From an optimization exercise on the open Yosys and OpenROAD flow, aimed at small area and a short achievable clock period; shortcuts taken in it are not production practice. Where RTL was checked, it was by simulation tests only, not by an equivalence proof against the original. For run 1, only the layout was checked, not whether the RTL still works.

==> design.v <==
module CS(clk, reset, X, Y);
	input clk, reset;
	input [7:0] X;
	output [9:0] Y;
	reg [7:0] X9;                    
	reg rq;                          
	reg [7:0] P1, P2, P3, P4, P5, P6, P7, P8;
	reg [10:0] T;                    
	reg [3:0] cnt;                   
	reg [9:0] Y;
	wire [9:0] Yn;                   
	always @(negedge clk) begin
		X9 <= X;
		rq <= reset;
	end
	wire [7:0] sub = (cnt[3] ? P1 : 8'd0);
	wire [10:0] Tn;
	wire [11:0] S;
	wire [10:0] Ta;
	radd #(11) u_s(T, {3'b000, X9}, 1'b0, S[10:0], S[11]);
	wire tc;
	radd #(11) u_t(S[10:0], {3'b111, ~sub}, 1'b1, Tn, tc);
	always @(posedge clk) begin
		P1 <= P2; P2 <= P3; P3 <= P4; P4 <= P5;
		P5 <= P6; P6 <= P7; P7 <= P8; P8 <= X9;
		if (rq) begin
			T <= 11'd0;
			cnt <= 4'd0;
		end else begin
			T <= Tn;
			if (cnt != 4'd9)
				cnt <= cnt + 4'd1;
		end
		Y <= Yn;
	end
	wire [5:0] s1 = S[11:6];
	wire [6:0] v;
	radd #(6) u_v(s1, S[5:0], 1'b0, v[5:0], v[6]);
	reg [3:0] q2;
	always @(*) begin
		if (v >= 7'd90) q2 = 4'd10;
		else if (v >= 7'd81) q2 = 4'd9;
		else if (v >= 7'd72) q2 = 4'd8;
		else if (v >= 7'd63) q2 = 4'd7;
		else if (v >= 7'd54) q2 = 4'd6;
		else if (v >= 7'd45) q2 = 4'd5;
		else if (v >= 7'd36) q2 = 4'd4;
		else if (v >= 7'd27) q2 = 4'd3;
		else if (v >= 7'd18) q2 = 4'd2;
		else if (v >= 7'd9) q2 = 4'd1;
		else q2 = 4'd0;
	end
	wire [6:0] dq;                   
	wire dqc;
	radd #(6) u_dq({2'b00, q2}, ~s1, 1'b1, dq[5:0], dqc);
	assign dq[6] = ~dqc;
	wire [7:0] avg;
	wire ac;
	assign avg[2:0] = dq[2:0];
	radd #(5) u_avg(s1[4:0], {dq[6], dq[6:3]}, 1'b0, avg[7:3], ac);
	wire [8:0] le;
	cmple u_c1(P1, avg, le[0]);
	cmple u_c2(P2, avg, le[1]);
	cmple u_c3(P3, avg, le[2]);
	cmple u_c4(P4, avg, le[3]);
	cmple u_c5(P5, avg, le[4]);
	cmple u_c6(P6, avg, le[5]);
	cmple u_c7(P7, avg, le[6]);
	cmple u_c8(P8, avg, le[7]);
	cmple u_c9(X9, avg, le[8]);
	wire [71:0] w = {X9, P8, P7, P6, P5, P4, P3, P2, P1};
	reg [8:0] c, hh, x1, x0, bh, bl;
	reg [7:0] appr;
	reg ah_, al_;
	integer i, m;
	always @(*) begin
		c = le;
		for (m = 3; m >= 0; m = m - 1) begin
			for (i = 0; i < 9; i = i + 1) begin
				bh[i] = w[8*i + 2*m + 1];
				bl[i] = w[8*i + 2*m];
			end
			hh = c & bh;
			ah_ = |hh;
			x1 = hh & bl;
			x0 = c & bl;
			al_ = ah_ ? |x1 : |x0;
			appr[2*m+1] = ah_;
			appr[2*m] = al_;
			c = ah_ ? (al_ ? x1 : hh) : (al_ ? x0 : c);
		end
	end
	wire [4:0] ah = appr[7:3];
	wire [2:0] al = appr[2:0];
	wire [9:0] W;
	wire [9:0] W1;                    
	wire w1c, wc;
	radd #(9) u_w1(S[11:3], {4'b0000, ah}, 1'b0, W1[8:0], w1c);
	assign W1[9] = w1c;
	radd #(7) u_w(W1[9:3], {2'b00, ah}, 1'b0, W[9:3], wc);
	assign W[2:0] = W1[2:0];
	wire [2:0] cbs;
	wire cb;
	radd #(3) u_cb(S[2:0], al, 1'b0, cbs, cb);
	wire [2:0] L;
	wire lc;
	radd #(3) u_l(W[2:0], al, cb, L, lc);
	wire [6:0] Winc = W[9:3] + 7'd1;
	assign Yn = {lc ? Winc : W[9:3], L};
endmodule
module radd #(parameter W = 8) (a, b, ci, s, co);
	input [W-1:0] a, b;
	input ci;
	output [W-1:0] s;
	output co;
	wire [W:0] c;
	assign c[0] = ci;
	genvar i;
	generate for (i = 0; i < W; i = i + 1) begin : f
		assign s[i] = a[i] ^ b[i] ^ c[i];
		assign c[i+1] = (a[i] & b[i]) | (a[i] & c[i]) | (b[i] & c[i]);
	end endgenerate
	assign co = c[W];
endmodule
module cmple(x, y, le);
	input [7:0] x, y;
	output le;
	wire [8:0] br;
	assign br[0] = 1'b0;
	genvar k;
	generate for (k = 0; k < 8; k = k + 1) begin : h
		assign br[k+1] = (~y[k] & x[k]) | (~y[k] & br[k]) | (x[k] & br[k]);
	end endgenerate
	assign le = ~br[8];
endmodule
==> flow/run.sh <==
#!/bin/bash
# Own flow: the standard layout (standard.sh) with these changes:
# - synthesis maps the logic with an area-oriented ABC script (flow/area.abc)
#   and does not extract full/half adder cells; registers are mapped exactly
#   as in the standard synthesis (flow/synth.tcl);
# - ports are buffered with buf_1 and the clock tree uses clkbuf_4/clkbuf_8.
set -euo pipefail
here=$(pwd)
export OWN_ABC_SCRIPT=$here/flow/area.abc
bash standard.sh SYNTH_SCRIPT=$here/flow/synth.tcl ADDER_MAP_FILE= BUFFER_PORTS_ARGS="-buffer_cell sky130_fd_sc_hd__buf_1" CTS_BUF_LIST="sky130_fd_sc_hd__clkbuf_4 sky130_fd_sc_hd__clkbuf_8"  finish > $here/flow_make.log 2>&1
==> flow/area.abc <==
strash
ifraig
resub -K 8 -N 2
refactor -z
rewrite -z
dch -f
amap
topo
==> flow/synth.tcl <==
# Standard synthesis (synth_recipe.tcl) with one change: ABC maps with an
# area-oriented script (flow/area.abc) instead of ORFS's own.
proc synth {args} { yosys synth -nofsm -noshare {*}$args }
proc abc {args} {
  set i [lsearch -exact $args -script]
  if {$i >= 0} { lset args [expr {$i + 1}] $::env(OWN_ABC_SCRIPT) }
  yosys abc {*}$args
}
source $::env(SCRIPTS_DIR)/synth.tcl
# left out here: clear keep_hierarchy, flatten, clean up, hide names made inside functions, write 1_2_yosys.v
==> standard.sh <==
#!/bin/bash
# synth_recipe.tcl (not shown) runs the flow's synth.tcl, then flattens the netlist and writes it again
# the make line also repeats each setting of config.mk as NAME=value (left out here)
make -C /OpenROAD-flow-scripts/flow DESIGN_CONFIG=/design/flow/config.mk WORK_HOME=/design/flow/orfs CLKGATE_MAP_FILE= SYNTH_SCRIPT=/design/flow/synth_recipe.tcl "${@:-finish}"
==> config.mk <==
export PLATFORM = sky130hd
export DESIGN_NAME = CS
export DESIGN_NICKNAME = CS
export VERILOG_FILES = /design/flow/design.v
export SDC_FILE = /design/flow/constraint.sdc
export NUM_CORES = 4
export LEC_CHECK = 0
export CAP_MARGIN = 20
export CORE_MARGIN = 2
export CORE_UTILIZATION = 40
export SLEW_MARGIN = 20
==> constraint.sdc <==
create_clock -name core_clock -period 70.0 [get_ports {clk}]
set_input_delay 14.0000 -clock core_clock [delete_from_list [all_inputs] [get_ports {clk}]]
set_output_delay 14.0000 -clock core_clock [all_outputs]
set_load 0.01 [all_outputs]
==> results.json, run 1 <==
{
  "synth_edf_count": 0,
  "crit_required_ps": 70290,
  "synth_area_leaders": "dfxtp_1 (37%), nor2_1 (11%), o21ai_0 (9.8%)",
  "layout_commonest_cell": "nor2_1",
  "drc": 0,
  "n_fill_cell": 1373,
  "numCtsBuffers": 9,
  "critPathArrivalTime_ps": 53720,
  "fp.dieH_um": 120,
  "synth_top_cell_area_share_pct": 36.7,
  "drive_above_1_share_pct": 3.09,
  "slew_viol_final": 0,
  "synth_seq_cells": 98,
  "min_path_type": "reg -> reg",
  "min_from": "P4[4]",
  "nets": 847,
  "hold_viol": 0,
  "rows": 42,
  "synthSimpleGateAreaFrac_pct": 23.1,
  "dp_hpwl_um": 12600,
  "final-setup-viol-count": 0,
  "cts_tree": "yes",
  "path_delay_family": "compound AO/OA/AOI/OAI gates",
  "async_flop_share_pct": 0,
  "crit_start": "X9[1]",
  "routed_wl_um": 15800,
  "layout.cells.non_filler": 1018,
  "ys.flop_type": "dfxtp_1",
  "path_buf_inv": 12,
  "rsz0062_at_grt": "no",
  "synthesis.area_mm2": 0.00534,
  "cts_root_buf": "clkbuf_8",
  "slowest_stage": "o21ai_0",
  "crit_top_cell": "o21ai_0",
  "postCtsSetupBuffers": 0,
  "grt_pass1_vias": 5013,
  "skew_ps": 36.0,
  "grt_max_degree": 23,
  "synth_compound_area_share_pct": 32.2,
  "antenna_found_initial": 0,
  "worst_pin_slew_ps": 901,
  "slew_headroom_pct": 39.3,
  "antenna_left": 0,
  "synth-adder-area-share_pct": 0,
  "clk_latency_ps": 420,
  "wl_per_cell_um": 15.5,
  "gp_congestion": 0.914,
  "worstSetupPathType": "reg -> reg",
  "post-place-ws_ps": 17010,
  "drt_iter0_drc": 506,
  "initial_core_util_pct": 40.6,
  "endpoint_kind": "flip-flop",
  "top_level_ports": 20,
  "dp_cells": 994,
  "synth-seq-area-share_pct": 36.7,
  "via_per_inst": 5.51,
  "num_antenna_cells": 0,
  "avgSynthCellArea_um2": 6.76,
  "r2r-start": "X9[1]",
  "cts.reportedPaths.clkPinSlew_ps": 100,
  "hold_ws_ps": 363,
  "clock_path_buffers": 2,
  "vias": 5607,
  "reg2reg_depth": 95,
  "synth_area_leader_cell": "dfxtp_1",
  "synthXorXnorAreaFrac_pct": 0,
  "io_buffers": 19,
  "setup_tns_ps": 0,
  "h-tree-depth": 3,
  "area_growth_pct": 11.4,
  "synthCells": 790,
  "die-width_um": 120,
  "start_kind": "flip-flop",
  "post_cts_resized": 0,
  "slowest_delay_ps": 720,
  "synthMuxAreaShare_pct": 0,
  "coreArea_mm2": 0.0131,
  "grt_pass1_wl_um": 25700,
  "status": "finished clean",
  "path_max_fanout": 13,
  "drv_cap": 0,
  "grt-ovfl-total": 0,
  "die_area_mm2": 0.0143,
  "numClockSinks": 98,
  "ys_types": 29,
  "synth_top_family_by_area": "compound AO/OA/AOI/OAI gates",
  "grt_usage_pct": 22.7,
  "holdBufCountCts": 0,
  "timing.final.ws_setup_ps": 16570,
  "yosys_warnings": 1,
  "dr.pass1.iters": 5,
  "min_path_cells": 0,
  "final_cell_mix": "nor2_1 (154), clkinv_1 (121), o21ai_0 (103)",
  "syn_nets": 800,
  "worst-path-stages": 95
}
[worst register-to-register path, delay by kind of cell, from the launching register on]
kind            cells  cell delay (ps)
compound gates     44             9670
buf+inv            12             3000
simple gates       39             5190
flops               1              420
[cell usage after synthesis, types with 4 or more instances]
| cell type | count |
|---|---|
| or2_0 | 4 |
| nand2_1 | 97 |
| o21ai_0 | 105 |
| a221oi_1 | 22 |
| nand3_1 | 7 |
| nor3_1 | 16 |
| o22ai_1 | 17 |
| o21a_1 | 13 |
| o32ai_1 | 9 |
| dfxtp_1 | 98 |
| nor2_1 | 154 |
| clkinv_1 | 113 |
| o221ai_1 | 11 |
| nor4_1 | 7 |
| a22oi_1 | 18 |
| a2111oi_0 | 6 |
| a21oi_1 | 61 |
| nor2b_1 | 9 |
[sequential cells by signal, indices dropped and copies added, names as in the netlist]
| name | count |
|---|---|
| P1 | 8 |
| P2 | 8 |
| P3 | 8 |
| P4 | 8 |
| P5 | 8 |
| P6 | 8 |
| P7 | 8 |
| P8 | 8 |
| T | 11 |
| X9 | 8 |
| Y | 10 |
| cnt | 4 |
| rq | 1 |
[area by class of cell]
cell class	instances	area (um^2)	share of cell area [%]
multi-input cells	579	2960	49.7
clock buffers	10	138	2.31
flip-flops and latches	98	1960	33.0
repair buffers	28	139	2.33
well taps	176	220	3.70
inverters	112	420	7.07
clock inverters	15	113	1.89
[stage by stage]
stage / cell area, um^2 / utilization [%]
2_1_floorplan: 5340 / -
3_3_place_gp: 5700 / 43.4
3_5_place_dp: 5700 / 43.4
4_1_cts: 5940 / 45.2
5_1_grt: 5950 / 45.3
6_report: 5950 / 45.3
[kinds of logic (layout without fill, tap and decap cells)]
logic type	Yosys count	after routing
buf+inv	113	165
flops	98	98
compound gates	277	277
simple gates	302	302
[metal layers]
layer  up-vias  global-route usage, %  share of wire [%]
met5         -                      0                  0
met1      2511                   30.3                 47
met2       174                   37.2                 46
met3        28                   3.85                5.0
li1       2894                      -                  -
met4         0                   7.72                2.1
[worst paths after layout]
path / to / slack [ps]
worst max-delay path: Y[8] / 16570
worst min-delay path: P3[4] / 360
worst max register to register: Y[8] / 16570
worst min register to register: P3[4] / 360
==> inputs of run 2 (changes only) <==
==> design.v (replaced) <==
module CS(clk, reset, X, Y);
	input clk, reset;
	input [7:0] X;
	output [9:0] Y;
	reg [7:0] X9;                    
	reg rq;                          
	reg [7:0] P0, P1, P2, P3, P4, P5, P6, P7, P8;
	reg [11:0] T;                    
	reg [3:0] cnt;                   
	always @(negedge clk) begin
		X9 <= X;
		rq <= reset;
	end
	wire [7:0] sub = (cnt[3] & cnt[0]) ? P0 : 8'd0;
	wire [11:0] Ta;
	wire tac;
	radd #(12) u_ta(T, {4'b0000, X9}, 1'b0, Ta, tac);
	wire [11:0] Tn;
	wire tnc;
	radd #(12) u_tn(Ta, {4'b1111, ~sub}, 1'b1, Tn, tnc);
	always @(posedge clk) begin
		P0 <= P1; P1 <= P2; P2 <= P3; P3 <= P4; P4 <= P5;
		P5 <= P6; P6 <= P7; P7 <= P8; P8 <= X9;
		if (rq) begin
			T <= 12'd0;
			cnt <= 4'd0;
		end else begin
			T <= Tn;
			if (cnt != 4'd9)
				cnt <= cnt + 4'd1;
		end
	end
	wire [5:0] s1 = T[11:6];
	wire [6:0] v;
	radd #(6) u_v(s1, T[5:0], 1'b0, v[5:0], v[6]);
	reg [3:0] q2;
	always @(*) begin
		if (v >= 7'd90) q2 = 4'd10;
		else if (v >= 7'd81) q2 = 4'd9;
		else if (v >= 7'd72) q2 = 4'd8;
		else if (v >= 7'd63) q2 = 4'd7;
		else if (v >= 7'd54) q2 = 4'd6;
		else if (v >= 7'd45) q2 = 4'd5;
		else if (v >= 7'd36) q2 = 4'd4;
		else if (v >= 7'd27) q2 = 4'd3;
		else if (v >= 7'd18) q2 = 4'd2;
		else if (v >= 7'd9) q2 = 4'd1;
		else q2 = 4'd0;
	end
	wire [6:0] dq;                   
	wire dqc;
	radd #(6) u_dq({2'b00, q2}, ~s1, 1'b1, dq[5:0], dqc);
	assign dq[6] = ~dqc;
	wire [7:0] avg;
	wire ac;
	assign avg[2:0] = dq[2:0];
	radd #(5) u_avg(s1[4:0], {dq[6], dq[6:3]}, 1'b0, avg[7:3], ac);
	wire [8:0] le;
	cmple u_c0(P0, avg, le[0]);
	cmple u_c1(P1, avg, le[1]);
	cmple u_c2(P2, avg, le[2]);
	cmple u_c3(P3, avg, le[3]);
	cmple u_c4(P4, avg, le[4]);
	cmple u_c5(P5, avg, le[5]);
	cmple u_c6(P6, avg, le[6]);
	cmple u_c7(P7, avg, le[7]);
	cmple u_c8(P8, avg, le[8]);
	wire [71:0] w = {P8, P7, P6, P5, P4, P3, P2, P1, P0};
	reg [8:0] c, hit, b;
	reg [7:0] appr;
	integer i, k;
	always @(*) begin
		c = le;
		for (k = 7; k >= 0; k = k - 1) begin
			for (i = 0; i < 9; i = i + 1)
				b[i] = w[8*i + k];
			hit = c & b;
			appr[k] = |hit;
			c = appr[k] ? hit : c;
		end
	end
	wire [11:0] Sa;
	wire sac;
	radd #(12) u_sa(T, {4'b0000, appr}, 1'b0, Sa, sac);
	wire yc;
	radd #(10) u_y({sac, Sa[11:3]}, {2'b00, appr}, 1'b0, Y, yc);
endmodule
module radd #(parameter W = 8) (a, b, ci, s, co);
	input [W-1:0] a, b;
	input ci;
	output [W-1:0] s;
	output co;
	wire [W:0] c;
	assign c[0] = ci;
	genvar i;
	generate for (i = 0; i < W; i = i + 1) begin : f
		assign s[i] = a[i] ^ b[i] ^ c[i];
		assign c[i+1] = (a[i] & b[i]) | (a[i] & c[i]) | (b[i] & c[i]);
	end endgenerate
	assign co = c[W];
endmodule
module cmple(x, y, le);
	input [7:0] x, y;
	output le;
	wire [8:0] br;
	assign br[0] = 1'b0;
	genvar k;
	generate for (k = 0; k < 8; k = k + 1) begin : h
		assign br[k+1] = (~y[k] & x[k]) | (~y[k] & br[k]) | (x[k] & br[k]);
	end endgenerate
	assign le = ~br[8];
endmodule
==> results.json, run 2 <==
{
  "status": "finished clean",
  "postCtsSetupBuffers": 0,
  "worstReg2RegEnd": "T[11]",
  "grt_pass1_vias": 4525,
  "r2r-start": "X9[1]",
  "routed_wl_um": 12800,
  "antenna_found_initial": 0,
  "rsz0062_at_grt": "no",
  "drt_iter0_drc": 211,
  "design_area_mm2": 0.00556,
  "fp.dieH_um": 116,
  "top_usage_layer": "met2",
  "synth_area_leader_cell": "dfxtp_1",
  "coreArea_mm2": 0.0121,
  "nets": 747,
  "skew_ps": 35.4,
  "final-setup-viol-count": 0,
  "multi_input_comb_area_mm2": 0.00271,
  "grt_pass1_wl_um": 20800,
  "clk_latency_ps": 400,
  "n_fill_cell": 1211,
  "synth_top_cell_area_share_pct": 39.0,
  "drc": 0,
  "placedInstanceArea_mm2": 0.00530,
  "crit_required_ps": 35290,
  "ys.flop_type": "dfxtp_1",
  "reg2reg_depth": 24,
  "avgSynthCellArea_um2": 7.18,
  "cts.reportedPaths.clkPinSlew_ps": 90,
  "drive_above_1_share_pct": 2.96,
  "grt_max_degree": 19,
  "endpoint_kind": "flip-flop",
  "synth_area_leaders": "dfxtp_1 (39%), o21ai_0 (11%), nand2_1 (7.7%)",
  "post-place-ws_ps": 20810,
  "grt-ovfl-total": 0,
  "grt_util_met2_pct": 34.0,
  "synth_edf_count": 0,
  "rows": 40,
  "numCtsBuffers": 9,
  "layout_commonest_cell": "o21ai_0",
  "synth.most_common_cell": "o21ai_0",
  "seqCellArea_mm2": 0.00194,
  "die_area_mm2": 0.0133,
  "num_antenna_cells": 0,
  "cp_cell_sequence": "buf_1",
  "holdBufCountCts": 0,
  "synthesis.area_mm2": 0.00497,
  "worstSetupPathType": "in -> reg",
  "ys_types": 30,
  "dr.pass1.iters": 4,
  "dp_hpwl_um": 10200,
  "slowest_delay_ps": 70,
  "syn_nets": 703,
  "initial_core_util_pct": 41.2,
  "io_buffers": 19,
  "gp_congestion": 0.855,
  "min_path_cells": 0,
  "post_cts_resized": 0,
  "numClockSinks": 97,
  "cts_tree": "yes",
  "synth-seq-area-share_pct": 39.0,
  "hold_viol": 0,
  "use_met3_pct": 2.82,
  "vias": 4927,
  "area_growth_pct": 11.7,
  "start_kind": "input port",
  "slew_viol_final": 0,
  "grt_usage_pct": 19.8,
  "yosys_warnings": 1,
  "path_max_fanout": 1,
  "async_flop_share_pct": 0,
  "critPathArrivalTime_ps": 14070,
  "wl_per_cell_um": 14.0,
  "grt_use_met1_pct": 25.5,
  "h-tree-depth": 3,
  "min_from": "P5[0]",
  "largest_reg_flops": 12,
  "clock_path_buffers": 2,
  "min_to": "P4[0]",
  "r2r_slack_ps": 31640,
  "top_level_ports": 20,
  "antenna_left": 0,
  "worst_pin_slew_ps": 755,
  "setup_tns_ps": 0,
  "drv_cap": 0,
  "synth_commonest_cells": "o21ai_0 (111), nand2_1 (102), dfxtp_1 (97), nor2_1 (89), clkinv_1 (86)",
  "slew_headroom_pct": 49.4,
  "synth_seq_cells": 97,
  "cts_root_buf": "clkbuf_8",
  "path_buf_inv": 1,
  "synthCells": 693,
  "path_delay_family": "buffers and inverters",
  "max_flop_register": "T",
  "min_path_type": "reg -> reg",
  "timing.final.ws_setup_ps": 21220,
  "final_cell_mix": "o21ai_0 (107), nand2_1 (102), dfxtp_1 (97)",
  "slowest_stage": "buf_1",
  "die-width_um": 116,
  "via_per_inst": 5.41
}
## run 2: cell count changes after synthesis, moves of 5 or more
cell       before  now
nor2_1        154   89
clkinv_1      113   86
a211oi_1        2   20
nor3_1         16    4
a221oi_1       22   12
a21oi_1        61   52
o21a_1         13   20
a2111oi_0       6    0
a21boi_0        0    6
a22oi_1        18   24
o21ai_0       105  111
nand2_1        97  102
nand3_1         7    2
nor2b_1         9    4
## run 2: final cells by class
| cell class | count | share of cell area, % |
|---|---|---|
| well taps | 168 | 3.78 |
| flip-flops and latches | 97 | 35.0 |
| clock buffers | 9 | 2.23 |
| multi-input cells | 510 | 48.8 |
| inverters | 85 | 5.74 |
| repair buffers | 25 | 2.09 |
| clock inverters | 16 | 2.41 |
## run 2: cell families after synthesis
kind of cell / count (synthesis) / share of synthesized area, %
AOI/OAI and AO/OA: 299 / 37.6
and+or+nand+nor: 211 / 16.9
buffers and inverters: 86 / 6.49
DFF: 97 / 39.0
## run 2: through the flow
stage / cells / utilization [%] / hold WS (ps)
5_1_grt: 910 / 46.1 / 363
4_1_cts: 910 / 46.1 / 359
3_3_place_gp: 886 / 44.0 / 344
3_5_place_dp: 886 / 44.0 / 342
2_1_floorplan: 693 / - / 338
6_report: 910 / 46.1 / 357
## run 2: layer usage
layer | share of wire [%] | wire length [um] | vias up
li1 | - | - | 2613
met5 | 0 | 0 | -
met3 | 2.8 | 361 | 16
met2 | 47 | 6060 | 78
met1 | 48 | 6130 | 2220
met4 | 1.7 | 213 | 0
## run 2: worst max-delay path by stage
stage / startpoint / endpoint / slack, ps / depth (start not counted)
floorplan: X[0] / X9[0] / 20900 / 0
global placement: X[1] / X9[1] / 20820 / 1
detailed placement: X[0] / X9[0] / 20810 / 1
CTS: X[0] / X9[0] / 21230 / 1
global route: X[1] / X9[1] / 21230 / 1
finish: X[1] / X9[1] / 21220 / 1
==> inputs of run 3 (changes only) <==
==> flow/area.abc (replaced) <==
strash
ifraig
resub -K 8 -N 2
refactor -z
rewrite -z
&get -n
&deepsyn -T 60
&put
dch -f
amap
topo
==> results.json, run 3 <==
{
  "skew_ps": 25.6,
  "grt_max_degree": 17,
  "routed_wl_um": 13200,
  "synth.most_common_cell": "nor2_1",
  "r2r-start": "X9[0]",
  "synth_commonest_cells": "nor2_1 (120), dfxtp_1 (97), clkinv_1 (89), o21ai_0 (83), a21oi_1 (73)",
  "n_fill_cell": 1287,
  "yosys_warnings": 1,
  "cts_root_buf": "clkbuf_8",
  "min_path_type": "reg -> reg",
  "coreArea_mm2": 0.0121,
  "avgSynthCellArea_um2": 7.09,
  "synth_edf_count": 0,
  "numCtsBuffers": 9,
  "slew_headroom_pct": 26.6,
  "path_buf_inv": 1,
  "postCtsSetupBuffers": 0,
  "layout_commonest_cell": "nor2_1",
  "setup_tns_ps": 0,
  "grt_usage_pct": 20.8,
  "synth_area_leaders": "dfxtp_1 (39%), nor2_1 (9.0%), o21ai_0 (8.3%)",
  "endpoint_kind": "flip-flop",
  "synth_seq_cells": 97,
  "ys_types": 37,
  "cp_cell_sequence": "buf_1",
  "rsz0062_at_grt": "no",
  "synth_area_leader_cell": "dfxtp_1",
  "status": "finished clean",
  "antenna_left": 0,
  "h-tree-depth": 3,
  "crit_start": "X[7]",
  "drive_above_1_share_pct": 2.27,
  "ys.flop_type": "dfxtp_1",
  "drc": 0,
  "wl_per_cell_um": 14.4,
  "critPathArrivalTime_ps": 14080,
  "max_flop_register": "T",
  "numClockSinks": 97,
  "area_growth_pct": 10.4,
  "worstSetupPathType": "in -> reg",
  "slowest_stage": "buf_1",
  "fp.dieH_um": 116,
  "slew_viol_final": 0,
  "min_from": "P7[0]",
  "clk_latency_ps": 400,
  "holdBufCountCts": 0,
  "slowest_delay_ps": 80,
  "path_max_fanout": 1,
  "synthesis.area_mm2": 0.00500,
  "async_flop_share_pct": 0,
  "grt-ovfl-total": 0,
  "crit_required_ps": 35290,
  "post_cts_resized": 0,
  "initial_core_util_pct": 41.3,
  "die-width_um": 116,
  "clock_path_buffers": 2,
  "dr.pass1.iters": 5,
  "path_delay_family": "buffers and inverters",
  "grt_pass1_wl_um": 21800,
  "largest_reg_flops": 12,
  "via_per_inst": 5.44,
  "worst_pin_slew_ps": 1090,
  "final-setup-viol-count": 0,
  "die_area_mm2": 0.0134,
  "synth_top_cell_area_share_pct": 38.9,
  "gp_congestion": 0.894,
  "num_antenna_cells": 0,
  "final_cell_mix": "nor2_1 (120), clkinv_1 (98), dfxtp_1 (97)",
  "syn_nets": 715,
  "cts_tree": "yes",
  "rows": 40,
  "dp_hpwl_um": 10500,
  "final_core_util_pct": 45.5,
  "antenna_found_initial": 0,
  "cts.reportedPaths.clkPinSlew_ps": 90,
  "synth-seq-area-share_pct": 38.9,
  "top_level_ports": 20,
  "drt_iter0_drc": 355,
  "drv_cap": 0,
  "io_buffers": 19,
  "nets": 755,
  "synthCells": 705,
  "hold_viol": 0,
  "start_kind": "input port",
  "grt_pass1_vias": 4663,
  "vias": 4994
}
[run 3: worst paths after layout]
path           end  slack, ps  cells after the start
max reg2reg  T[11]      30190                     33
max          X9[7]      21220                      1
min          P6[0]        350                      0
min reg2reg  P6[0]        350                      0
[run 3: cell type report]
type	instances	area, um^2	share of cell area (%)
flip-flops and latches	97	1940	35.2
multi-input cells	519	2720	49.3
well taps	168	210	3.81
clock buffers	10	131	2.38
repair buffers	21	86.3	1.57
clock inverters	15	93.8	1.70
inverters	88	330	5.99
[run 3: kinds of logic after synthesis]
group,after synthesis,synth area share (%)
and+or+nand+nor,232,19.4
DFF,97,38.9
AOI/OAI and AO/OA,287,35.1
buffers and inverters,89,6.69
[run 3: per-stage QoR]
| step | instances | area [um^2] | setup WS, ps | hold slack [ps] |
|---|---|---|---|---|
| floorplan | 705 | 5000 | 20900 | 338 |
| global placement | 894 | 5290 | 20820 | 340 |
| detailed placement | 894 | 5290 | 20800 | 343 |
| CTS | 918 | 5520 | 21230 | 359 |
| global route | 918 | 5520 | 21230 | 363 |
| finish | 918 | 5520 | 21220 | 354 |
[run 3: metal layers]
metal  vias to the layer above  wire, um  global-route usage, %
met2                       110      6100                   33.9
met5                         -         0                      0
met3                        17       559                   2.77
met4                         0       246                   8.25
met1                      2257      6290                   28.0
li1                       2610         -                      -
==> inputs of run 4 (changes only) <==
==> flow/run.sh (replaced) <==
#!/bin/bash
# Own flow: the standard layout (standard.sh) with these changes:
# - synthesis (flow/synth.tcl) maps the logic with an area-oriented ABC script
#   (flow/area.abc) and extracts only full adders; registers are mapped
#   exactly as in the standard synthesis;
# - ports are buffered with buf_1;
# - the clock tree uses clkbuf_4/clkbuf_8 and no dummy loads.
# make's output goes to flow_make.log, each step's own log to orfs/logs/.
set -euo pipefail
here=$(pwd)
export OWN_ABC_SCRIPT=$here/flow/area.abc
bash standard.sh SYNTH_SCRIPT=$here/flow/synth.tcl \
  BUFFER_PORTS_ARGS="-buffer_cell sky130_fd_sc_hd__buf_1" \
  CTS_ARGS="-sink_clustering_enable -repair_clock_nets -dont_use_dummy_load -sink_clustering_size 30 -sink_clustering_max_diameter 80 -buf_list {sky130_fd_sc_hd__clkbuf_4 sky130_fd_sc_hd__clkbuf_8}" \
   finish > $here/flow_make.log 2>&1
==> flow/synth.tcl (replaced) <==
# Standard synthesis (synth_recipe.tcl) with two changes: ABC maps with an
# area-oriented script (flow/area.abc) instead of ORFS's own, and only full
# adders (not half adders) are extracted into adder cells.
proc synth {args} { yosys synth -nofsm -noshare {*}$args }
proc abc {args} {
  set i [lsearch -exact $args -script]
  if {$i >= 0} { lset args [expr {$i + 1}] $::env(OWN_ABC_SCRIPT) }
  yosys abc {*}$args
}
proc extract_fa {args} {
  if {[lsearch -exact $args -fa] < 0 && [lsearch -exact $args -ha] < 0} { set args [concat -fa $args] }
  yosys extract_fa {*}$args
}
source $::env(SCRIPTS_DIR)/synth.tcl
# left out here: clear keep_hierarchy, flatten, clean up, hide names made inside functions, write 1_2_yosys.v
==> results.json, run 4 <==
{
  "async_flop_share_pct": 0,
  "worst_pin_slew_ps": 813,
  "postCtsSetupBuffers": 0,
  "initial_core_util_pct": 40.9,
  "fp.dieH_um": 115,
  "path_max_fanout": 1,
  "drc": 0,
  "r2r-start": "X9[0]",
  "rows": 40,
  "grt-ovfl-total": 0,
  "slew_headroom_pct": 45.2,
  "timing.final.ws_setup_ps": 21210,
  "synth_edf_count": 0,
  "routed_wl_um": 11900,
  "drt-met1-wl_um": 5330,
  "post-place-ws_ps": 20810,
  "final_cell_mix": "clkinv_1 (98), dfxtp_1 (97), nand2_1 (52)",
  "clk_latency_ps": 400,
  "drive_above_1_share_pct": 2.05,
  "synth_top_cell_area_share_pct": 39.5,
  "grt_max_degree": 18,
  "critPathArrivalTime_ps": 14070,
  "gp_congestion": 0.922,
  "coreArea_mm2": 0.0120,
  "skew_ps": 48.1,
  "dr.pass1.iters": 5,
  "min_path_type": "reg -> reg",
  "cp_cell_sequence": "buf_1",
  "wl_per_cell_um": 16.3,
  "vias": 4080,
  "wl_met3_um": 650,
  "synth_commonest_cells": "dfxtp_1 (97), clkinv_1 (90), nand2_1 (52), o21ai_0 (51), nor2_1 (39)",
  "die_area_mm2": 0.0132,
  "endpoint_kind": "flip-flop",
  "synthCells": 545,
  "drt_iter0_drc": 237,
  "start_kind": "input port",
  "slew_viol_final": 0,
  "holdBufCountCts": 0,
  "final-setup-viol-count": 0,
  "path_delay_family": "buffers and inverters",
  "min_from": "P4[5]",
  "post_cts_resized": 0,
  "design_area_mm2": 0.00535,
  "grt_pass1_wl_um": 20000,
  "drv_cap": 0,
  "num_antenna_cells": 0,
  "reg2reg_depth": 14,
  "ys_types": 39,
  "layout.cells.non_filler": 731,
  "min_path_cells": 0,
  "avgSynthCellArea_um2": 9.02,
  "die-width_um": 115,
  "synth-seq-area-share_pct": 39.5,
  "syn_nets": 593,
  "antenna_found_initial": 0,
  "crit_required_ps": 35270,
  "cts.reportedPaths.clkPinSlew_ps": 90,
  "grt_pass1_vias": 4051,
  "slowest_stage": "buf_1",
  "synth_area_leader_cell": "dfxtp_1",
  "synthesis.area_mm2": 0.00491,
  "io_buffers": 19,
  "worstReg2RegEnd": "T[11]",
  "h-tree-depth": 3,
  "synth.most_common_cell": "dfxtp_1",
  "crit_start": "X[4]",
  "cts_root_buf": "clkbuf_8",
  "area_growth_pct": 8.79,
  "clock_path_buffers": 2,
  "antenna_left": 0,
  "placedInstanceArea_mm2": 0.00519,
  "hold_viol": 0,
  "max_flop_register": "T",
  "layout_commonest_cell": "clkinv_1",
  "path_buf_inv": 1,
  "route.met2.wl_um": 5700,
  "rsz0062_at_grt": "no",
  "cts_tree": "yes",
  "dp_cells": 714,
  "synth_area_leaders": "dfxtp_1 (40%), fa_1 (15%), clkinv_1 (6.9%)",
  "dp_hpwl_um": 9500,
  "numCtsBuffers": 9,
  "numClockSinks": 97,
  "top_level_ports": 20,
  "status": "finished clean",
  "worstSetupPathType": "in -> reg",
  "nets": 634,
  "grt_usage_pct": 19.6,
  "slowest_delay_ps": 70,
  "yosys_warnings": 1,
  "n_fill_cell": 1203,
  "highest_layer": "met4",
  "ys.flop_type": "dfxtp_1",
  "via_per_inst": 5.58,
  "setup_tns_ps": 0,
  "min_to": "P3[5]",
  "largest_reg_flops": 12,
  "r2r_slack_ps": 30080,
  "synth_seq_cells": 97
}
## run 4: worst max-delay path by stage
| stage | to | slack [ps] | cells after the start |
|---|---|---|---|
| finish | X9[4] | 21210 | 1 |
| global route | X9[4] | 21220 | 1 |
| CTS | X9[4] | 21210 | 1 |
| detailed placement | X9[7] | 20810 | 1 |
| global placement | X9[2] | 20820 | 1 |
| floorplan | X9[0] | 20900 | 0 |
## run 4: metrics by stage
stage                     hold slack, ps  utilization [%]
after floorplan                      338                -
after global placement               343             43.2
after detailed placement             353             43.2
after CTS                            361             44.5
after global routing                 371             44.5
final                                361             44.5
## run 4: logic make-up (layout without fill, tap and decap cells)
logic type,after synthesis,after routing,share of synthesized area [%]
buf+inv,90,129,6.88
compound gates,181,181,25.3
fa+ha+maj,38,38,15.5
simple gates,139,139,12.8
flops,97,97,39.5
## run 4: cell type report
class	instances	area, um^2	share of cell area, %
sequential	97	1940	36.3
timing repair buffer	22	93.8	1.76
inverter	89	334	6.25
tap	147	184	3.44
multi-input combinational	358	2630	49.3
clock buffer	9	124	2.32
clock inverter	9	33.8	0.632
## run 4: per-layer routing
layer	GRT usage [%]	vias to the layer above
met5	0	-
met4	7.15	0
met3	3.22	22
met2	32.8	123
met1	25.8	1926
li1	-	2009
==> inputs of run 5 (changes only) <==
--- a/flow/run.sh
+++ b/flow/run.sh
@@ -11,5 +11,5 @@
 export OWN_ABC_SCRIPT=$here/flow/area.abc
 bash standard.sh SYNTH_SCRIPT=$here/flow/synth.tcl \
   BUFFER_PORTS_ARGS="-buffer_cell sky130_fd_sc_hd__buf_1" \
-  CTS_ARGS="-sink_clustering_enable -repair_clock_nets -dont_use_dummy_load -sink_clustering_size 30 -sink_clustering_max_diameter 80 -buf_list {sky130_fd_sc_hd__clkbuf_4 sky130_fd_sc_hd__clkbuf_8}" \
+  CTS_ARGS="-sink_clustering_enable -repair_clock_nets -dont_use_dummy_load -buf_list {sky130_fd_sc_hd__clkbuf_16}" \
    finish > $here/flow_make.log 2>&1
==> results.json, run 5 <==
{
  "initial_core_util_pct": 40.9,
  "wl_per_cell_um": 16.4,
  "final-setup-viol-count": 0,
  "skew_ps": 61.9,
  "cts_tree": "yes",
  "ys.flop_type": "dfxtp_1",
  "clock_path_buffers": 2,
  "status": "finished clean",
  "die_area_mm2": 0.0132,
  "via_per_inst": 5.55,
  "min_to": "P3[5]",
  "top_usage_layer": "met2",
  "syn_nets": 593,
  "r2r-start": "X9[0]",
  "n_fill_cell": 1189,
  "num_antenna_cells": 0,
  "max_flop_register": "T",
  "grt_util_met2_pct": 33.3,
  "routed_wl_um": 12000,
  "gp_congestion": 0.922,
  "drt_iter0_drc": 244,
  "dp_hpwl_um": 9500,
  "synth_area_leader_cell": "dfxtp_1",
  "slew_viol_final": 0,
  "rsz0062_at_grt": "no",
  "grt_use_met1_pct": 25.8,
  "synth_top_cell_area_share_pct": 39.5,
  "nets": 634,
  "h-tree-depth": 3,
  "synth_area_leaders": "dfxtp_1 (40%), fa_1 (15%), clkinv_1 (6.9%)",
  "vias": 4056,
  "endpoint_kind": "flip-flop",
  "critPathArrivalTime_ps": 14070,
  "area_growth_pct": 10.8,
  "path_delay_family": "buffers and inverters",
  "worstSetupPathType": "in -> reg",
  "slew_headroom_pct": 44.5,
  "postCtsSetupBuffers": 0,
  "synth_compound_area_share_pct": 25.3,
  "r2r_slack_ps": 30050,
  "synth_seq_cells": 97,
  "crit_required_ps": 35270,
  "start_kind": "input port",
  "synth-seq-area-share_pct": 39.5,
  "numClockSinks": 97,
  "final_core_util_pct": 45.3,
  "min_path_cells": 0,
  "slowest_delay_ps": 70,
  "io_buffers": 19,
  "cts_root_buf": "clkbuf_16",
  "drc": 0,
  "min_path_type": "reg -> reg",
  "path_max_fanout": 1,
  "path_buf_inv": 1,
  "synthSimpleGateAreaFrac_pct": 12.8,
  "fp.dieH_um": 115,
  "slowest_stage": "buf_1",
  "layout_commonest_cell": "clkinv_1",
  "post_cts_resized": 0,
  "yosys_warnings": 1,
  "hold_viol": 0,
  "grt_pass1_wl_um": 20100,
  "use_met3_pct": 3.22,
  "setup_tns_ps": 0,
  "cp_cell_sequence": "buf_1",
  "drive_above_1_share_pct": 2.05,
  "antenna_left": 0,
  "die-width_um": 115,
  "synthXorXnorAreaFrac_pct": 0,
  "synth_commonest_cells": "dfxtp_1 (97), clkinv_1 (90), nand2_1 (52), o21ai_0 (51), nor2_1 (39)",
  "grt_usage_pct": 19.7,
  "top_level_ports": 20,
  "grt-ovfl-total": 0,
  "reg2reg_depth": 14,
  "dr.pass1.iters": 5,
  "avgSynthCellArea_um2": 9.02,
  "final_cell_mix": "clkinv_1 (98), dfxtp_1 (97), nand2_1 (52)",
  "antenna_found_initial": 0,
  "worstReg2RegEnd": "T[11]",
  "drv_cap": 0,
  "synth.most_common_cell": "dfxtp_1",
  "numCtsBuffers": 9,
  "synthCells": 545,
  "clk_latency_ps": 390,
  "synth_edf_count": 0,
  "largest_reg_flops": 12,
  "worst-path-stages": 1,
  "synth_top_family_by_area": "compound AO/OA/AOI/OAI gates",
  "ys_types": 39,
  "synthMuxAreaShare_pct": 0,
  "crit_start": "X[4]",
  "async_flop_share_pct": 0,
  "holdBufCountCts": 0,
  "worst_pin_slew_ps": 824,
  "grt_max_degree": 18,
  "synthesis.area_mm2": 0.00491,
  "coreArea_mm2": 0.0120,
  "min_from": "P4[5]",
  "synth-adder-area-share_pct": 15.5,
  "rows": 40,
  "grt_pass1_vias": 4060,
  "cts.reportedPaths.clkPinSlew_ps": 60
}
## run 5: area by class of cell
class	instances	area, um^2	share of cell area [%]
repair buffers	22	93.8	1.72
multi-input cells	358	2630	48.4
well taps	147	184	3.38
clock buffers	9	225	4.14
inverters	89	334	6.13
flip-flops and latches	97	1940	35.7
clock inverters	9	33.8	0.620
## run 5: per-layer routing
metal  up-vias  part of all wire, %
li1       2009                    -
met1      1926                   45
met2       105                   49
met3        16                  4.7
met4         0                  1.8
met5         -                    0
## run 5: worst max path at each step
stage,to,slack (ps)
2_1_floorplan,X9[0],20900
3_3_place_gp,X9[2],20820
3_5_place_dp,X9[7],20810
4_1_cts,X9[4],21200
5_1_grt,X9[1],21210
6_report,X9[4],21200
## run 5: cells by family after synthesis
group / after synthesis
compound gates: 181
simple gates: 139
flops: 97
buf+inv: 90
fa+ha+maj: 38
## run 5: through the flow
stage	cells	setup slack, ps	hold WS [ps]	area [um^2]
after floorplan	545	20900	338	4910
after global placement	714	20820	343	5190
after detailed placement	714	20810	353	5190
after CTS	731	21200	358	5450
after global routing	731	21210	367	5450
final	731	21200	357	5450
==> inputs of run 6 (changes only) <==
--- a/flow/run.sh
+++ b/flow/run.sh
@@ -11,5 +11,5 @@
 export OWN_ABC_SCRIPT=$here/flow/area.abc
 bash standard.sh SYNTH_SCRIPT=$here/flow/synth.tcl \
   BUFFER_PORTS_ARGS="-buffer_cell sky130_fd_sc_hd__buf_1" \
-  CTS_ARGS="-sink_clustering_enable -repair_clock_nets -dont_use_dummy_load -buf_list {sky130_fd_sc_hd__clkbuf_16}" \
+  CTS_ARGS="-sink_clustering_enable -repair_clock_nets -dont_use_dummy_load -buf_list {sky130_fd_sc_hd__clkbuf_4 sky130_fd_sc_hd__clkbuf_8}" \
    finish > $here/flow_make.log 2>&1
==> results.json, run 6 <==
{
  "status": "finished clean",
  "antenna_found_initial": 0,
  "dr.pass1.iters": 5,
  "min_from": "P4[5]",
  "post_cts_resized": 0,
  "clk_latency_ps": 400,
  "path_max_fanout": 1,
  "vias": 4080,
  "clock_path_buffers": 2,
  "worstSetupPathType": "in -> reg",
  "endpoint_kind": "flip-flop",
  "synthCells": 545,
  "synth_area_leaders": "dfxtp_1 (40%), fa_1 (15%), clkinv_1 (6.9%)",
  "synth_seq_cells": 97,
  "routed_wl_um": 11900,
  "fp.dieH_um": 115,
  "slew_headroom_pct": 45.2,
  "rows": 40,
  "dp_cells": 714,
  "numCtsBuffers": 9,
  "grt_pass1_wl_um": 20000,
  "final_core_util_pct": 44.5,
  "reg2reg_depth": 14,
  "worst_pin_slew_ps": 813,
  "skew_ps": 48.1,
  "grt_pass1_vias": 4051,
  "cts_root_buf": "clkbuf_8",
  "slowest_stage": "buf_1",
  "avgSynthCellArea_um2": 9.02,
  "numClockSinks": 97,
  "drt_iter0_drc": 237,
  "die-width_um": 115,
  "r2r_slack_ps": 30080,
  "synth_commonest_cells": "dfxtp_1 (97), clkinv_1 (90), nand2_1 (52), o21ai_0 (51), nor2_1 (39)",
  "holdBufCountCts": 0,
  "ys.flop_type": "dfxtp_1",
  "worstReg2RegEnd": "T[11]",
  "synthesis.area_mm2": 0.00491,
  "layout.cells.non_filler": 731,
  "drive_above_1_share_pct": 2.05,
  "drv_cap": 0,
  "async_flop_share_pct": 0,
  "drc": 0,
  "max_flop_register": "T",
  "synth_top_cell_area_share_pct": 39.5,
  "layout_commonest_cell": "clkinv_1",
  "critPathArrivalTime_ps": 14070,
  "largest_reg_flops": 12,
  "antenna_left": 0,
  "dp_hpwl_um": 9500,
  "post-place-ws_ps": 20810,
  "n_fill_cell": 1203,
  "min_path_type": "reg -> reg",
  "setup_tns_ps": 0,
  "slowest_delay_ps": 70,
  "grt_usage_pct": 19.6,
  "num_antenna_cells": 0,
  "cts_tree": "yes",
  "r2r-start": "X9[0]",
  "synth-seq-area-share_pct": 39.5,
  "wl_per_cell_um": 16.3,
  "path_buf_inv": 1,
  "synth_area_leader_cell": "dfxtp_1",
  "yosys_warnings": 1,
  "syn_nets": 593,
  "crit_required_ps": 35270,
  "die_area_mm2": 0.0132,
  "timing.final.ws_setup_ps": 21210,
  "ys_types": 39,
  "final-setup-viol-count": 0,
  "min_to": "P3[5]",
  "coreArea_mm2": 0.0120,
  "initial_core_util_pct": 40.9,
  "area_growth_pct": 8.79,
  "postCtsSetupBuffers": 0,
  "hold_viol": 0,
  "min_path_cells": 0,
  "cp_cell_sequence": "buf_1",
  "synth_edf_count": 0,
  "path_delay_family": "buffers and inverters",
  "final_cell_mix": "clkinv_1 (98), dfxtp_1 (97), nand2_1 (52)",
  "synth.most_common_cell": "dfxtp_1",
  "grt_max_degree": 18,
  "cts.reportedPaths.clkPinSlew_ps": 90,
  "top_level_ports": 20,
  "start_kind": "input port",
  "via_per_inst": 5.58,
  "h-tree-depth": 3,
  "slew_viol_final": 0,
  "rsz0062_at_grt": "no",
  "grt-ovfl-total": 0,
  "nets": 634,
  "placedInstanceArea_mm2": 0.00519,
  "io_buffers": 19,
  "design_area_mm2": 0.00535,
  "gp_congestion": 0.922
}
run 6: how the worst max path moves through the flow:
stage,start,endpoint,slack (ps),cells past startpoint
after floorplan,X[0],X9[0],20900,0
after global placement,X[2],X9[2],20820,1
after detailed placement,X[7],X9[7],20810,1
after CTS,X[4],X9[4],21210,1
after global routing,X[4],X9[4],21220,1
final,X[4],X9[4],21210,1
run 6: per-layer routing:
layer  track usage [%]  wire length, um  up-vias
li1                  -                -     2009
met1              25.8             5330     1926
met2              32.8             5700      123
met3              3.22              650       22
met4              7.15              240        0
met5                 0                0        -
run 6: stage by stage:
step	hold slack [ps]
floorplan	338
global placement	343
detailed placement	353
CTS	361
global route	371
finish	361
run 6: layout make-up:
cell class | instances | area, um^2 | share of cell area (%)
clock buffers | 9 | 124 | 2.32
clock inverters | 9 | 33.8 | 0.632
inverters | 89 | 334 | 6.25
multi-input cells | 358 | 2630 | 49.3
flip-flops and latches | 97 | 1940 | 36.3
well taps | 147 | 184 | 3.44
repair buffers | 22 | 93.8 | 1.76
run 6: cells by family (layout without fill, tap and decap cells):
| kind of cell | count (synthesis) | after routing | synth area share, % |
|---|---|---|---|
| AND/OR/NAND/NOR | 139 | 139 | 12.8 |
| buffers and inverters | 90 | 129 | 6.88 |
| adder cells (fa/ha/maj) | 38 | 38 | 15.5 |
| AO/OA/AOI/OAI | 181 | 181 | 25.3 |
| flip-flops | 97 | 97 | 39.5 |
==> inputs of run 7 (changes only) <==
==> flow/area.abc (replaced) <==
strash
&get -n
&deepsyn -T 30
&put
dch -f
amap
topo
==> results.json, run 7 <==
{
  "syn_nets": 589,
  "timing.final.ws_setup_ps": 21200,
  "r2r_slack_ps": 30200,
  "routed_wl_um": 12000,
  "slowest_delay_ps": 80,
  "h-tree-depth": 3,
  "start_kind": "input port",
  "holdBufCountCts": 0,
  "cts_tree": "yes",
  "endpoint_kind": "flip-flop",
  "max_flop_register": "T",
  "grt-ovfl-total": 0,
  "worstSetupPathType": "in -> reg",
  "yosys_warnings": 1,
  "ys.flop_type": "dfxtp_1",
  "async_flop_share_pct": 0,
  "avgSynthCellArea_um2": 9.10,
  "final_cell_mix": "clkinv_1 (108), dfxtp_1 (97), o21ai_0 (53)",
  "nets": 630,
  "hold_viol": 0,
  "coreArea_mm2": 0.0120,
  "r2r-start": "X9[0]",
  "vias": 4108,
  "numClockSinks": 97,
  "setup_tns_ps": 0,
  "reg2reg_depth": 13,
  "clock_path_buffers": 2,
  "area_growth_pct": 8.77,
  "synthCells": 541,
  "die-width_um": 115,
  "rows": 40,
  "drc": 0,
  "grt_pass1_vias": 4143,
  "rsz0062_at_grt": "no",
  "synth_top_cell_area_share_pct": 39.5,
  "hold_ws_ps": 359,
  "critPathArrivalTime_ps": 14080,
  "design_area_mm2": 0.00535,
  "clk_latency_ps": 400,
  "cts.reportedPaths.clkPinSlew_ps": 80,
  "slew_viol_final": 0,
  "fp.dieH_um": 115,
  "skew_ps": 44.9,
  "slowest_stage": "buf_1",
  "grt_max_degree": 16,
  "largest_reg_flops": 12,
  "drt_iter0_drc": 231,
  "gp_congestion": 0.915,
  "worst_pin_slew_ps": 961,
  "num_antenna_cells": 0,
  "postCtsSetupBuffers": 0,
  "post_cts_resized": 0,
  "die_area_mm2": 0.0132,
  "slew_headroom_pct": 35.2,
  "min_from": "P7[0]",
  "via_per_inst": 5.65,
  "synthesis.area_mm2": 0.00492,
  "synth_area_leader_cell": "dfxtp_1",
  "synth_area_leaders": "dfxtp_1 (39%), fa_1 (15%), clkinv_1 (7.6%)",
  "top_level_ports": 20,
  "initial_core_util_pct": 41.0,
  "path_max_fanout": 1,
  "worstReg2RegEnd": "T[11]",
  "post-place-ws_ps": 20810,
  "synth_seq_cells": 97,
  "cp_cell_sequence": "buf_1",
  "numCtsBuffers": 9,
  "synth_edf_count": 0,
  "min_path_cells": 0,
  "path_delay_family": "buffers and inverters",
  "drv_cap": 0,
  "grt_usage_pct": 19.6,
  "crit_required_ps": 35280,
  "cts_root_buf": "clkbuf_8",
  "status": "finished clean",
  "synth_commonest_cells": "clkinv_1 (100), dfxtp_1 (97), o21ai_0 (54), nor2_1 (40), fa_1 (38)",
  "grt_pass1_wl_um": 20200,
  "path_buf_inv": 1,
  "min_to": "P6[0]",
  "dp_hpwl_um": 9550,
  "synth-seq-area-share_pct": 39.5,
  "final-setup-viol-count": 0,
  "io_buffers": 19,
  "synth.most_common_cell": "clkinv_1",
  "antenna_left": 0,
  "ys_types": 35,
  "wl_per_cell_um": 16.4,
  "layout_commonest_cell": "clkinv_1",
  "drive_above_1_share_pct": 2.07,
  "placedInstanceArea_mm2": 0.00520,
  "min_path_type": "reg -> reg",
  "dr.pass1.iters": 5,
  "antenna_found_initial": 0
}
[run 7: cell count changes after synthesis, sizes merged, moves of 4 or more]
cell    previous run  this run
a21oi             11        19
o221ai            17        28
a22oi             16         6
o22ai             17        22
a221o              2         6
nand2             52        28
clkinv            90       100
nand3             13         9
o31ai              6         2
[run 7: layout make-up]
type / count / area (um^2)
multi-input cells: 344 / 2600
clock buffers: 9 / 124
well taps: 147 / 184
flip-flops and latches: 97 / 1940
clock inverters: 9 / 33.8
fillers: 1205 / 6660
repair buffers: 22 / 93.8
inverters: 99 / 372
[run 7: worst max path at each step]
stage                     startpoint    end  slack (ps)  cells after the start
after floorplan                 X[0]  X9[0]       20900                      0
after global placement          X[1]  X9[1]       20820                      1
after global routing           reset     rq       21210                      1
after CTS                      reset     rq       21210                      1
final                           X[4]  X9[4]       21200                      1
after detailed placement       reset     rq       20810                      1
[run 7: logic make-up (layout without fill, tap and decap cells)]
kind of cell               Yosys count  in the layout  synth area share, %
AOI/OAI and AO/OA                  197            197                 27.4
adders and majority gates           38             38                 15.5
buffers and inverters              100            139                 7.63
DFF                                 97             97                 39.5
and+or+nand+nor                    109            109                 10.0
[run 7: layer usage]
layer / vias to the layer above / global-route usage, % / routed length, um
li1: 2012 / - / -
met1: 1991 / 26.5 / 5610
met2: 90 / 32.2 / 5720
met3: 15 / 3.11 / 437
met4: 0 / 6.67 / 193
met5: - / 0 / 0
[run 7: per-stage QoR]
| stage | std cells | util, % |
|---|---|---|
| after floorplan | 541 | - |
| after global placement | 709 | 43.2 |
| after detailed placement | 710 | 43.3 |
| after CTS | 727 | 44.6 |
| after global routing | 727 | 44.6 |
| final | 727 | 44.6 |
==> inputs of run 8 (changes only) <==
--- a/design.v
+++ b/design.v
@@ -5,7 +5,8 @@
 	reg [7:0] X9;                    
 	reg rq;                          
 	reg [7:0] P0, P1, P2, P3, P4, P5, P6, P7, P8;
-	reg [11:0] T;                    
+	reg [11:0] NT;                   
+	wire [11:0] T = ~NT;
 	reg [3:0] cnt;                   
 	always @(negedge clk) begin
 		X9 <= X;
@@ -22,10 +23,10 @@
 		P0 <= P1; P1 <= P2; P2 <= P3; P3 <= P4; P4 <= P5;
 		P5 <= P6; P6 <= P7; P7 <= P8; P8 <= X9;
 		if (rq) begin
-			T <= 12'd0;
+			NT <= 12'hfff;
 			cnt <= 4'd0;
 		end else begin
-			T <= Tn;
+			NT <= ~Tn;
 			if (cnt != 4'd9)
 				cnt <= cnt + 4'd1;
 		end
==> flow/area.abc (replaced) <==
strash
ifraig
resub -K 8 -N 2
refactor -z
rewrite -z
dch -f
amap
topo
==> results.json, run 8 <==
{
  "synthMuxAreaShare_pct": 0,
  "synth_area_leaders": "dfxtp_1 (40%), fa_1 (16%), clkinv_1 (7.1%)",
  "grt_pass1_wl_um": 19800,
  "synth_commonest_cells": "dfxtp_1 (97), clkinv_1 (92), nor2_1 (70), nand2_1 (55)",
  "timing.final.ws_setup_ps": 21200,
  "cp_cell_sequence": "buf_1",
  "h-tree-depth": 3,
  "numClockSinks": 97,
  "critPathArrivalTime_ps": 14080,
  "gp_congestion": 0.902,
  "cts_root_buf": "clkbuf_8",
  "hold_viol": 0,
  "postCtsSetupBuffers": 0,
  "crit_required_ps": 35270,
  "final-setup-viol-count": 0,
  "synth-seq-area-share_pct": 39.7,
  "synth_top_cell_area_share_pct": 39.7,
  "antenna_left": 0,
  "skew_ps": 45.9,
  "largest_reg_flops": 12,
  "top_usage_layer": "met2",
  "final_core_util_pct": 44.4,
  "io_buffers": 19,
  "drc": 0,
  "grt_pass1_vias": 4065,
  "path_buf_inv": 1,
  "start_kind": "input port",
  "coreArea_mm2": 0.0120,
  "dp_hpwl_um": 9530,
  "path_delay_family": "buffers and inverters",
  "drt_iter0_drc": 324,
  "synthSimpleGateAreaFrac_pct": 14.4,
  "numCtsBuffers": 9,
  "slew_headroom_pct": 37.8,
  "rows": 40,
  "area_growth_pct": 8.51,
  "syn_nets": 629,
  "top_level_ports": 20,
  "vias": 4165,
  "n_fill_cell": 1160,
  "hold_ws_ps": 356,
  "cts_tree": "yes",
  "grt_util_met2_pct": 32.5,
  "synthesis.area_mm2": 0.00490,
  "clk_latency_ps": 400,
  "num_antenna_cells": 0,
  "fp.dieH_um": 115,
  "drv_cap": 0,
  "post-place-ws_ps": 20810,
  "synth-adder-area-share_pct": 15.5,
  "slowest_stage": "buf_1",
  "routed_wl_um": 11800,
  "antenna_found_initial": 0,
  "endpoint_kind": "flip-flop",
  "synthCells": 581,
  "status": "finished clean",
  "placedInstanceArea_mm2": 0.00516,
  "dp_cells": 748,
  "grt_max_degree": 19,
  "via_per_inst": 5.44,
  "worstSetupPathType": "in -> reg",
  "synth_top_family_by_area": "compound AO/OA/AOI/OAI gates",
  "dr.pass1.iters": 5,
  "synth_edf_count": 0,
  "path_max_fanout": 1,
  "wl_per_cell_um": 15.4,
  "min_path_type": "reg -> reg",
  "die-width_um": 115,
  "synth_seq_cells": 97,
  "synth_compound_area_share_pct": 23.2,
  "use_met3_pct": 2.54,
  "synth.most_common_cell": "dfxtp_1",
  "design_area_mm2": 0.00531,
  "nets": 668,
  "grt_usage_pct": 19.5,
  "grt-ovfl-total": 0,
  "avgSynthCellArea_um2": 8.43,
  "rsz0062_at_grt": "no",
  "ys.flop_type": "dfxtp_1",
  "slew_viol_final": 0,
  "cts.reportedPaths.clkPinSlew_ps": 80,
  "async_flop_share_pct": 0,
  "layout.cells.non_filler": 765,
  "layout_commonest_cell": "clkinv_1",
  "max_flop_register": "NT",
  "yosys_warnings": 1,
  "setup_tns_ps": 0,
  "post_cts_resized": 0,
  "grt_use_met1_pct": 25.9,
  "ys_types": 34,
  "synth_area_leader_cell": "dfxtp_1",
  "worst_pin_slew_ps": 923,
  "die_area_mm2": 0.0131,
  "slowest_delay_ps": 80,
  "initial_core_util_pct": 40.9,
  "final_cell_mix": "clkinv_1 (100), dfxtp_1 (97), nor2_1 (70)",
  "clock_path_buffers": 2,
  "synthXorXnorAreaFrac_pct": 0.179,
  "drive_above_1_share_pct": 1.62,
  "holdBufCountCts": 0
}
==> run 8: cell count changes in the layout (fill, tap and decap cells not counted), moves of 7 or more <==
| cell | delta |
|---|---|
| a21oi_1 | +34 |
| nor2_1 | +30 |
| nand2_1 | +27 |
| o221ai_1 | -25 |
| o21a_1 | -21 |
| nor2b_1 | -12 |
| clkinv_1 | -8 |
| a221oi_1 | +7 |
| nor3_1 | +7 |
==> run 8: logic make-up after synthesis <==
kind of cell / count (synthesis)
AO/OA/AOI/OAI: 187
AND/OR/NAND/NOR: 166
flip-flops: 97
buffers and inverters: 92
adder cells (fa/ha/maj): 38
XOR/XNOR: 1
==> run 8: layout make-up <==
class                           count  area (um^2)  area share (%)
Clock inverter                      9         33.8           0.636
Clock buffer                        9          124            2.33
Inverter                           91          342            6.43
Timing Repair Buffer               20         78.8            1.48
Tap cell                          147          184            3.46
Multi-Input combinational cell    392         2610            49.1
Sequential cell                    97         1940            36.5
==> run 8: final timing paths <==
kind / cells past startpoint / from / slack [ps] / to
max: 1 / X[3] / 21200 / X9[3]
min: 0 / P6[0] / 360 / P5[0]
max reg2reg: 19 / X9[0] / 30630 / NT[11]
min reg2reg: 0 / P6[0] / 360 / P5[0]
==> run 8: routing by layer <==
layer	part of all wire, %	routed length [um]
met1	45	5340
met2	49	5770
met3	4.2	492
met4	1.7	202
met5	0	0
==> inputs of run 9 (changes only) <==
==> flow/area.abc (replaced) <==
strash
ifraig
resub -K 8 -N 2
refactor -z
rewrite -z
&get -n
&deepsyn -T 60
&put
dch -f
amap
topo
==> results.json, run 9 <==
{
  "setup_tns_ps": 0,
  "synth_commonest_cells": "clkinv_1 (98), dfxtp_1 (97), nor2_1 (56), o21ai_0 (54), a21oi_1 (47)",
  "path_max_fanout": 1,
  "routed_wl_um": 11800,
  "drv_cap": 0,
  "critPathArrivalTime_ps": 14070,
  "yosys_warnings": 1,
  "status": "finished clean",
  "synth_seq_cells": 97,
  "grt-ovfl-total": 0,
  "path_buf_inv": 1,
  "coreArea_mm2": 0.0120,
  "synthCells": 563,
  "final-setup-viol-count": 0,
  "fp.dieH_um": 114,
  "synth_edf_count": 0,
  "avgSynthCellArea_um2": 8.67,
  "die_area_mm2": 0.0131,
  "synth_top_family_by_area": "compound AO/OA/AOI/OAI gates",
  "min_path_type": "reg -> reg",
  "drive_above_1_share_pct": 1.83,
  "numClockSinks": 97,
  "worst_pin_slew_ps": 771,
  "h-tree-depth": 3,
  "antenna_left": 0,
  "synth_area_leaders": "dfxtp_1 (40%), fa_1 (16%), clkinv_1 (7.5%)",
  "synthXorXnorAreaFrac_pct": 0,
  "final_cell_mix": "clkinv_1 (106), dfxtp_1 (97), nor2_1 (56)",
  "timing.final.ws_setup_ps": 21210,
  "synthMuxAreaShare_pct": 0,
  "via_per_inst": 5.43,
  "ys_types": 34,
  "synth-adder-area-share_pct": 15.6,
  "endpoint_kind": "flip-flop",
  "synth_area_leader_cell": "dfxtp_1",
  "syn_nets": 611,
  "area_growth_pct": 8.69,
  "gp_congestion": 0.842,
  "clk_latency_ps": 400,
  "wl_per_cell_um": 15.8,
  "clock_path_buffers": 2,
  "rows": 40,
  "antenna_found_initial": 0,
  "max_flop_register": "NT",
  "synth_top_cell_area_share_pct": 39.8,
  "synth.most_common_cell": "clkinv_1",
  "die-width_um": 114,
  "slew_viol_final": 0,
  "slowest_delay_ps": 70,
  "largest_reg_flops": 12,
  "ys.flop_type": "dfxtp_1",
  "synth_compound_area_share_pct": 24.7,
  "drt_iter0_drc": 213,
  "cp_cell_sequence": "buf_1",
  "worstSetupPathType": "in -> reg",
  "grt_pass1_vias": 4083,
  "cts_tree": "yes",
  "numCtsBuffers": 9,
  "dp_hpwl_um": 9600,
  "post-place-ws_ps": 20810,
  "top_level_ports": 20,
  "crit_required_ps": 35280,
  "grt_usage_pct": 19.6,
  "skew_ps": 44.2,
  "synthSimpleGateAreaFrac_pct": 12.4,
  "holdBufCountCts": 0,
  "post_cts_resized": 0,
  "nets": 651,
  "rsz0062_at_grt": "no",
  "postCtsSetupBuffers": 0,
  "grt_pass1_wl_um": 19900,
  "path_delay_family": "buffers and inverters",
  "grt_max_degree": 16,
  "layout_commonest_cell": "clkinv_1",
  "vias": 4063,
  "cts.reportedPaths.clkPinSlew_ps": 90,
  "io_buffers": 19,
  "slew_headroom_pct": 48.1,
  "start_kind": "input port",
  "initial_core_util_pct": 40.8,
  "synthesis.area_mm2": 0.00488,
  "drc": 0,
  "dr.pass1.iters": 4,
  "hold_viol": 0,
  "async_flop_share_pct": 0,
  "cts_root_buf": "clkbuf_8",
  "synth-seq-area-share_pct": 39.8,
  "num_antenna_cells": 0,
  "slowest_stage": "buf_1"
}
## run 9: metrics by stage
stage / cells / cell area (um^2) / hold slack, ps / util (%)
floorplan: 563 / 4880 / 338 / -
global placement: 731 / 5150 / 346 / 43.1
detailed placement: 731 / 5150 / 348 / 43.1
CTS: 748 / 5310 / 351 / 44.4
global route: 748 / 5310 / 354 / 44.4
finish: 748 / 5310 / 349 / 44.4
## run 9: logic make-up after synthesis
logic type / Yosys count
AND/OR/NAND/NOR: 139
buffers and inverters: 98
AO/OA/AOI/OAI: 191
adder cells (fa/ha/maj): 38
flip-flops: 97
## run 9: per-layer routing
layer  GRT usage (%)  wire [um]
met1            26.0       5480
met2            33.2       5720
met3            2.22        371
met4            7.15        212
met5               0          0
## run 9: layout make-up
type	instances	area, um^2
Clock inverter	9	33.8
Sequential cell	97	1940
Timing Repair Buffer	21	86.3
Clock buffer	9	124
Tap cell	147	184
Inverter	97	364
Fill cell	1198	6660
Multi-Input combinational cell	368	2570
## run 9: worst paths after layout
kind,cells after the start,from,endpoint,slack [ps]
setup / recovery,1,X[6],X9[6],21210
hold / removal,0,P7[4],P6[4],350
setup reg to reg,16,X9[1],NT[11],30570
hold reg to reg,0,P7[4],P6[4],350
